This is an optimization exercise on Yosys and OpenROAD, whose aim is small area, a short achievable clock period and few clock cycles, not a production implementation. Only simulation tests tie the RTL to the original design; equivalence was not proved. Power is estimated from default activity; no workload was simulated.

==> flow/design.v (excerpt) <==
module Milestone1(
	 input logic Clock,
	 input logic resetn,
	 input logic start,
	 input logic  [15:0] SRAM_read_data,
	 output logic [15:0] SRAM_write_data,
	 output logic done,
	 output logic SRAM_we_n,
	 output logic [17:0] SRAM_address
);
==> flow/config.mk <==
export PLATFORM = sky130hd
export DESIGN_NAME = Milestone1
export DESIGN_NICKNAME = Milestone1
export VERILOG_FILES = /design/flow/design.v
export SDC_FILE = /design/flow/constraint.sdc
export NUM_CORES = 4
export LEC_CHECK = 0
export CAP_MARGIN = 20
export CORE_MARGIN = 2
export CORE_UTILIZATION = 60
export SETUP_SLACK_MARGIN = 5
export SLEW_MARGIN = 20
==> flow/constraint.sdc <==
create_clock -name core_clock -period 11.0 [get_ports {Clock}]
set_input_delay 2.2000 -clock core_clock [delete_from_list [all_inputs] [get_ports {Clock}]]
set_output_delay 2.2000 -clock core_clock [all_outputs]
set_load 0.01 [all_outputs]
standard.sh (not shown) runs the stock make flow with config.mk's settings and CLKGATE_MAP_FILE= SYNTH_SCRIPT=/design/flow/synth_recipe.tcl, a recipe that flattens the netlist after the stock synthesis.
==> flow/flow/run.sh <==
#!/bin/bash
# The standard layout (standard.sh) with two changes:
#  - timing repair aims MARGIN ns below the clock period (SETUP_SLACK_MARGIN);
#  - after the standard synthesis, flow/polarity.py removes inverters around
#    full adders (a full adder with all inputs and outputs inverted is the
#    same full adder); registers are untouched.
set -euo pipefail
MARGIN=${MARGIN:-7.3}
sed -e "s/SETUP_SLACK_MARGIN=[0-9.]*/SETUP_SLACK_MARGIN=$MARGIN/" standard.sh > standard_margin.sh
grep -q "SETUP_SLACK_MARGIN=$MARGIN" standard_margin.sh
bash standard_margin.sh synth > synth.log 2>&1
RES=orfs/results/${FLOW_PLATFORM}/Milestone1/base
cp $RES/1_2_yosys.v 1_2_yosys.orig.v
python3 flow/polarity.py 1_2_yosys.orig.v $RES/1_2_yosys.v > polarity.log 2>&1
rm -f $RES/1_synth.odb $RES/1_synth.sdc
bash standard_margin.sh > layout.log 2>&1
Other scripts of this flow, unchanged in this note and not shown: flow/flow/polarity.py
Testbench counts at the start, summed over its fixed seeds: cycles 1,152,162.
Then changed:
--- a/flow/flow/run.sh
+++ b/flow/flow/run.sh
@@ -7,3 +7,3 @@
 set -euo pipefail
-MARGIN=${MARGIN:-7.3}
+MARGIN=${MARGIN:-7}
 sed -e "s/SETUP_SLACK_MARGIN=[0-9.]*/SETUP_SLACK_MARGIN=$MARGIN/" standard.sh > standard_margin.sh
After rerunning: Core utilization shrinks by 2.2 points; routed wire length shrinks by a few percent; design area shrinks by a few percent; sequential power barely changes.

the reference run:
Another version of the RTL of Milestone1 (not shown whole).
Size: about 2,000 cells after synthesis, ~55 I/O pins.
==> flow/config.mk <==
export PLATFORM = sky130hd
export DESIGN_NAME = Milestone1
export DESIGN_NICKNAME = Milestone1
export VERILOG_FILES = /design/flow/design.v
export SDC_FILE = /design/flow/constraint.sdc
export NUM_CORES = 4
export LEC_CHECK = 0
export CAP_MARGIN = 20
export CORE_MARGIN = 2
export CORE_UTILIZATION = 60
export SETUP_SLACK_MARGIN = 5
export SLEW_MARGIN = 20
==> flow/constraint.sdc <==
create_clock -name core_clock -period 11.0 [get_ports {Clock}]
set_input_delay 2.2000 -clock core_clock [delete_from_list [all_inputs] [get_ports {Clock}]]
set_output_delay 2.2000 -clock core_clock [all_outputs]
set_load 0.01 [all_outputs]
==> flow/flow/run.sh <==
#!/bin/bash
# The standard layout (standard.sh) with two changes:
#  - timing repair aims MARGIN ns below the clock period (SETUP_SLACK_MARGIN);
#  - after the standard synthesis, flow/polarity.py removes inverters around
#    full adders (a full adder with all inputs and outputs inverted is the
#    same full adder); registers are untouched.
set -euo pipefail
MARGIN=${MARGIN:-7.6}
sed -e "s/SETUP_SLACK_MARGIN=[0-9.]*/SETUP_SLACK_MARGIN=$MARGIN/" standard.sh > standard_margin.sh
grep -q "SETUP_SLACK_MARGIN=$MARGIN" standard_margin.sh
bash standard_margin.sh synth > synth.log 2>&1
RES=orfs/results/${FLOW_PLATFORM}/Milestone1/base
cp $RES/1_2_yosys.v 1_2_yosys.orig.v
python3 flow/polarity.py 1_2_yosys.orig.v $RES/1_2_yosys.v > polarity.log 2>&1
rm -f $RES/1_synth.odb $RES/1_synth.sdc
bash standard_margin.sh > layout.log 2>&1
Other scripts of this flow, unchanged in this note and not shown: flow/flow/polarity.py
Testbench counts of the reference run, summed over its fixed seeds: cycles 1,152,162.
diff inputs: the reference run => the trial run
--- a/flow/flow/run.sh
+++ b/flow/flow/run.sh
@@ -7,3 +7,3 @@
 set -euo pipefail
-MARGIN=${MARGIN:-7.6}
+MARGIN=${MARGIN:-7.3}
 sed -e "s/SETUP_SLACK_MARGIN=[0-9.]*/SETUP_SLACK_MARGIN=$MARGIN/" standard.sh > standard_margin.sh
### Flow results
The trial run against the reference run: worst setup slack down 280 ps; met1 capacity usage during global routing picked up an extra 1.7 points; H-tree level count held; total power dropped about 2%.
Per the comparison of the trial run with the reference run, sum of net half-perimeters after detailed placement rose by 1400 um, via count now smaller, cell total after placement essentially unchanged, clock network area share held.

Setup of try-violet:
Another version of the RTL of Milestone1 (not shown whole).
Size in the first run: about 55 I/O pins, about 23000 sq um of cells after synthesis.
export LEC_CHECK = 0
export CAP_MARGIN = 20
export CORE_MARGIN = 2
export CORE_UTILIZATION = 70
export CTS_CLUSTER_DIAMETER = 100
export CTS_CLUSTER_SIZE = 32
export SETUP_SLACK_MARGIN = 5
export SLEW_MARGIN = 20
create_clock -name core_clock -period 11.0 [get_ports {Clock}]
==> flow/flow/run.sh <==
#!/bin/bash
# The standard layout (standard.sh) with three changes:
#  - timing repair aims MARGIN ns below the clock period (SETUP_SLACK_MARGIN);
#  - the port buffers are buf_2 cells (the default picks a delay buffer);
#  - after the standard synthesis, flow/polarity.py removes inverters around
#    full adders (a full adder with all inputs and outputs inverted is the
#    same full adder); registers are untouched.
set -euo pipefail
MARGIN=${MARGIN:-7.8}
sed -e "s/SETUP_SLACK_MARGIN=[0-9.]*/SETUP_SLACK_MARGIN=$MARGIN/" \
    -e "s/CLKGATE_MAP_FILE= /CLKGATE_MAP_FILE= 'BUFFER_PORTS_ARGS=-buffer_cell sky130_fd_sc_hd__buf_2' /" \
    standard.sh > standard_margin.sh
grep -q "BUFFER_PORTS_ARGS" standard_margin.sh
grep -q "SETUP_SLACK_MARGIN=$MARGIN" standard_margin.sh
bash standard_margin.sh synth > synth.log 2>&1
RES=orfs/results/${FLOW_PLATFORM}/Milestone1/base
cp $RES/1_2_yosys.v 1_2_yosys.orig.v
python3 flow/polarity.py 1_2_yosys.orig.v $RES/1_2_yosys.v > polarity.log 2>&1
rm -f $RES/1_synth.odb $RES/1_synth.sdc
bash standard_margin.sh > layout.log 2>&1
Other scripts of this flow, unchanged in this note and not shown: flow/flow/polarity.py
Testbench counts of try-violet, summed over its fixed seeds: cycles 1,152,162.
Setup changes, try-violet to try-indigo
diff --git a/flow/config.mk b/flow/config.mk
--- a/flow/config.mk
+++ b/flow/config.mk
@@ -8,7 +8,7 @@
 export CAP_MARGIN = 20
 export CORE_MARGIN = 2
-export CORE_UTILIZATION = 70
-export CTS_CLUSTER_DIAMETER = 100
-export CTS_CLUSTER_SIZE = 32
+export CORE_UTILIZATION = 78
+export CTS_CLUSTER_DIAMETER = 90
+export CTS_CLUSTER_SIZE = 28
 export SETUP_SLACK_MARGIN = 5
 export SLEW_MARGIN = 20
Findings:
- The final layout from try-indigo, which completed every stage, passed the timing, DRC and antenna checks at the end of the flow.
- Going from try-violet to try-indigo, cell area grows by 91 sq um.
- Total of buffers placed on input and output ports came out exactly the same in try-indigo and try-violet.
- try-violet reports its critical path class as reg2out while try-indigo reports reg2reg.
- | internal power contribution | higher: try-indigo |
- try-violet has a lower ratio of final minimum period to clock period than try-indigo.
- The startpoint of the worst setup timing path comes out bu[6]$_DFF_P_ in one run and we$_DFFE_PN0P_ in the other, namely in try-indigo and try-violet respectively.
- The layout filler cell count in try-indigo is 0.63 times that in try-violet.
For try-fjord, these inputs were changed with respect to try-indigo:
diff --git a/flow/flow/run.sh b/flow/flow/run.sh
--- a/flow/flow/run.sh
+++ b/flow/flow/run.sh
@@ -1,6 +1,7 @@
 #!/bin/bash
-# The standard layout (standard.sh) with three changes:
+# The standard layout (standard.sh) with four changes:
 #  - timing repair aims MARGIN ns below the clock period (SETUP_SLACK_MARGIN);
 #  - the port buffers are buf_2 cells (the default picks a delay buffer);
+#  - clock tree synthesis with the flow's own arguments plus -dont_use_dummy_load;
 #  - after the standard synthesis, flow/polarity.py removes inverters around
 #    full adders (a full adder with all inputs and outputs inverted is the
@@ -9,5 +10,5 @@
 MARGIN=${MARGIN:-7.8}
 sed -e "s/SETUP_SLACK_MARGIN=[0-9.]*/SETUP_SLACK_MARGIN=$MARGIN/" \
-    -e "s/CLKGATE_MAP_FILE= /CLKGATE_MAP_FILE= 'BUFFER_PORTS_ARGS=-buffer_cell sky130_fd_sc_hd__buf_2' /" \
+    -e "s/CLKGATE_MAP_FILE= /CLKGATE_MAP_FILE= 'BUFFER_PORTS_ARGS=-buffer_cell sky130_fd_sc_hd__buf_2' 'CTS_ARGS=-sink_clustering_enable -repair_clock_nets -sink_clustering_size 32 -sink_clustering_max_diameter 100 -dont_use_dummy_load' /" \
     standard.sh > standard_margin.sh
 grep -q "BUFFER_PORTS_ARGS" standard_margin.sh
diff --git a/flow/config.mk b/flow/config.mk
--- a/flow/config.mk
+++ b/flow/config.mk
@@ -8,7 +8,7 @@
 export CAP_MARGIN = 20
 export CORE_MARGIN = 2
-export CORE_UTILIZATION = 78
-export CTS_CLUSTER_DIAMETER = 90
-export CTS_CLUSTER_SIZE = 28
+export CORE_UTILIZATION = 70
+export CTS_CLUSTER_DIAMETER = 100
+export CTS_CLUSTER_SIZE = 32
 export SETUP_SLACK_MARGIN = 5
 export SLEW_MARGIN = 20
### Flow results
- Status | try-fjord and try-indigo | clean
- Taking try-indigo as the reference, in try-fjord count of H-tree levels built during CTS barely changed; number of clock buffers inserted by TritonCTS down 2; wire length reported by the detailed router down 16%; number of sequential cells in the layout flat; worst setup slack +0.13 ns.
- In the flow results for try-fjord and try-indigo, the count of cells resized by post-cts repair is smaller on try-fjord.
- Relative to try-indigo, violation count after the first detailed-route iteration has decreased by about 50% in try-fjord.
- The higher critical path data required time came out of try-indigo.
Input changes introduced in try-onyx (baseline for comparison: try-fjord):
==> flow/flow/run.sh <==
#!/bin/bash
# The standard layout (standard.sh) with three changes:
#  - timing repair aims MARGIN ns below the clock period (SETUP_SLACK_MARGIN);
#  - the port buffers are buf_2 cells (the default picks a delay buffer);
#  - after the standard synthesis, flow/polarity.py removes inverters around
#    full adders (a full adder with all inputs and outputs inverted is the
#    same full adder); registers are untouched.
set -euo pipefail
MARGIN=${MARGIN:-7.8}
sed -e "s/SETUP_SLACK_MARGIN=[0-9.]*/SETUP_SLACK_MARGIN=$MARGIN/" \
    -e "s/CLKGATE_MAP_FILE= /CLKGATE_MAP_FILE= 'BUFFER_PORTS_ARGS=-buffer_cell sky130_fd_sc_hd__buf_2' /" \
    standard.sh > standard_margin.sh
grep -q "BUFFER_PORTS_ARGS" standard_margin.sh
grep -q "SETUP_SLACK_MARGIN=$MARGIN" standard_margin.sh
bash standard_margin.sh synth > synth.log 2>&1
RES=orfs/results/${FLOW_PLATFORM}/Milestone1/base
cp $RES/1_2_yosys.v 1_2_yosys.orig.v
python3 flow/polarity.py 1_2_yosys.orig.v $RES/1_2_yosys.v > polarity.log 2>&1
rm -f $RES/1_synth.odb $RES/1_synth.sdc
bash standard_margin.sh > layout.log 2>&1
diff --git a/flow/config.mk b/flow/config.mk
--- a/flow/config.mk
+++ b/flow/config.mk
@@ -9,6 +9,6 @@
 export CORE_MARGIN = 2
 export CORE_UTILIZATION = 70
-export CTS_CLUSTER_DIAMETER = 100
-export CTS_CLUSTER_SIZE = 32
+export CTS_CLUSTER_DIAMETER = 90
+export CTS_CLUSTER_SIZE = 28
 export SETUP_SLACK_MARGIN = 5
 export SLEW_MARGIN = 20
Notes after the runs:
- try-onyx -> try-fjord: via count flat
- The worst setup slack reported for try-onyx is smaller than that of try-fjord by 0.038 ns.
- Compared with try-fjord, try-onyx shows amount of wire on met3 after detailed routing that has gone down by more than 10%.
- Combinational cell fraction of total power: try-fjord vs try-onyx, no meaningful difference
- try-onyx against try-fjord: cell area after layout up about 0.7%; share of total power in the clock network up 3.1 points.
The inputs of try-lagoon differ from those of try-onyx as listed below.
diff --git a/flow/flow/run.sh b/flow/flow/run.sh
--- a/flow/flow/run.sh
+++ b/flow/flow/run.sh
@@ -7,5 +7,5 @@
 #    same full adder); registers are untouched.
 set -euo pipefail
-MARGIN=${MARGIN:-7.8}
+MARGIN=${MARGIN:-7.7}
 sed -e "s/SETUP_SLACK_MARGIN=[0-9.]*/SETUP_SLACK_MARGIN=$MARGIN/" \
     -e "s/CLKGATE_MAP_FILE= /CLKGATE_MAP_FILE= 'BUFFER_PORTS_ARGS=-buffer_cell sky130_fd_sc_hd__buf_2' /" \
diff --git a/flow/config.mk b/flow/config.mk
--- a/flow/config.mk
+++ b/flow/config.mk
@@ -9,6 +9,6 @@
 export CORE_MARGIN = 2
 export CORE_UTILIZATION = 70
-export CTS_CLUSTER_DIAMETER = 90
-export CTS_CLUSTER_SIZE = 28
+export CTS_CLUSTER_DIAMETER = 100
+export CTS_CLUSTER_SIZE = 32
 export SETUP_SLACK_MARGIN = 5
 export SLEW_MARGIN = 20
Notes after the runs:
- Side by side, wire length of the first global-routing pass turned out higher in try-lagoon than in try-onyx.
- Status: power per cell area parity (try-onyx, try-lagoon)
- Run comparison: try-lagoon origin of the worst setup path bu[7]$_DFF_P_; try-onyx origin of the worst setup path we$_DFFE_PN0P_
- Clock latency on the worst-skew pair is higher on try-onyx
- Final worst setup slack (lower): try-lagoon
- Higher leakage dissipation goes to try-onyx over try-lagoon.
- The lower final worst-path cycle share of try-onyx and try-lagoon is in try-onyx.
- Per the comparison of try-lagoon with try-onyx, global-route track usage on met1 increased 0.56 points; setup slack of the most critical reg-to-reg path decreased 0.17 ns; placed instance count essentially unchanged.

[what the ideal ports hide]
No port has a modelled driver above. Below, the same layouts with a new extraction and two added sets of constraints.
Step 1 (the two cells are an assumption about what drives the block):
set clk [get_ports {Clock}]
set_driving_cell -lib_cell sky130_fd_sc_hd__clkbuf_16 $clk
set_driving_cell -lib_cell sky130_fd_sc_hd__buf_2 [delete_from_list [all_inputs] $clk]
Step 2 moves the port delays by t, midway between the first and last clock arrival at a register: inputs arrive t later, outputs are due t later. That takes back most of the time a late clock gives input paths.
a / b / c = ideal / step 1 / step 2; a / b = the first two.
run | shift t [ns] | slack for setup (ns) | hold slack, ns | worst setup path at the end | slew at the worst register clock pin (ns)
the first run of note 1 | 0.600 | 7.036 / 7.036 / 7.036 | 0.449 / 0.449 / 0.449 | register to register | 0.07 / 0.07
the second run of note 1 | 0.624 | 7.011 / 7.011 / 7.011 | 0.436 / 0.436 / 0.436 | register to register | 0.06 / 0.06
the reference run | 0.620 | 7.602 / 7.548 / 7.637 | 0.443 / 0.443 / 0.443 | input to register | 0.06 / 0.06
the trial run | 0.613 | 7.327 / 7.276 / 7.409 | 0.444 / 0.444 / 0.444 | register to register | 0.06 / 0.06
try-violet | 0.572 | 7.707 / 7.656 / 7.856 | 0.452 / 0.452 / 0.452 | register to register | 0.12 / 0.12
try-indigo | 0.583 | 7.603 / 7.603 / 7.603 | 0.453 / 0.453 / 0.453 | register to register | 0.12 / 0.12
try-fjord | 0.557 | 7.728 / 7.676 / 7.810 | 0.423 / 0.423 / 0.423 | register to register | 0.12 / 0.12
try-onyx | 0.587 | 7.691 / 7.638 / 7.841 | 0.445 / 0.445 / 0.445 | register to register | 0.11 / 0.11
try-lagoon | 0.569 | 7.666 / 7.666 / 7.666 | 0.455 / 0.455 / 0.455 | register to register | 0.12 / 0.12
After both steps setup and hold are still met in every run listed.
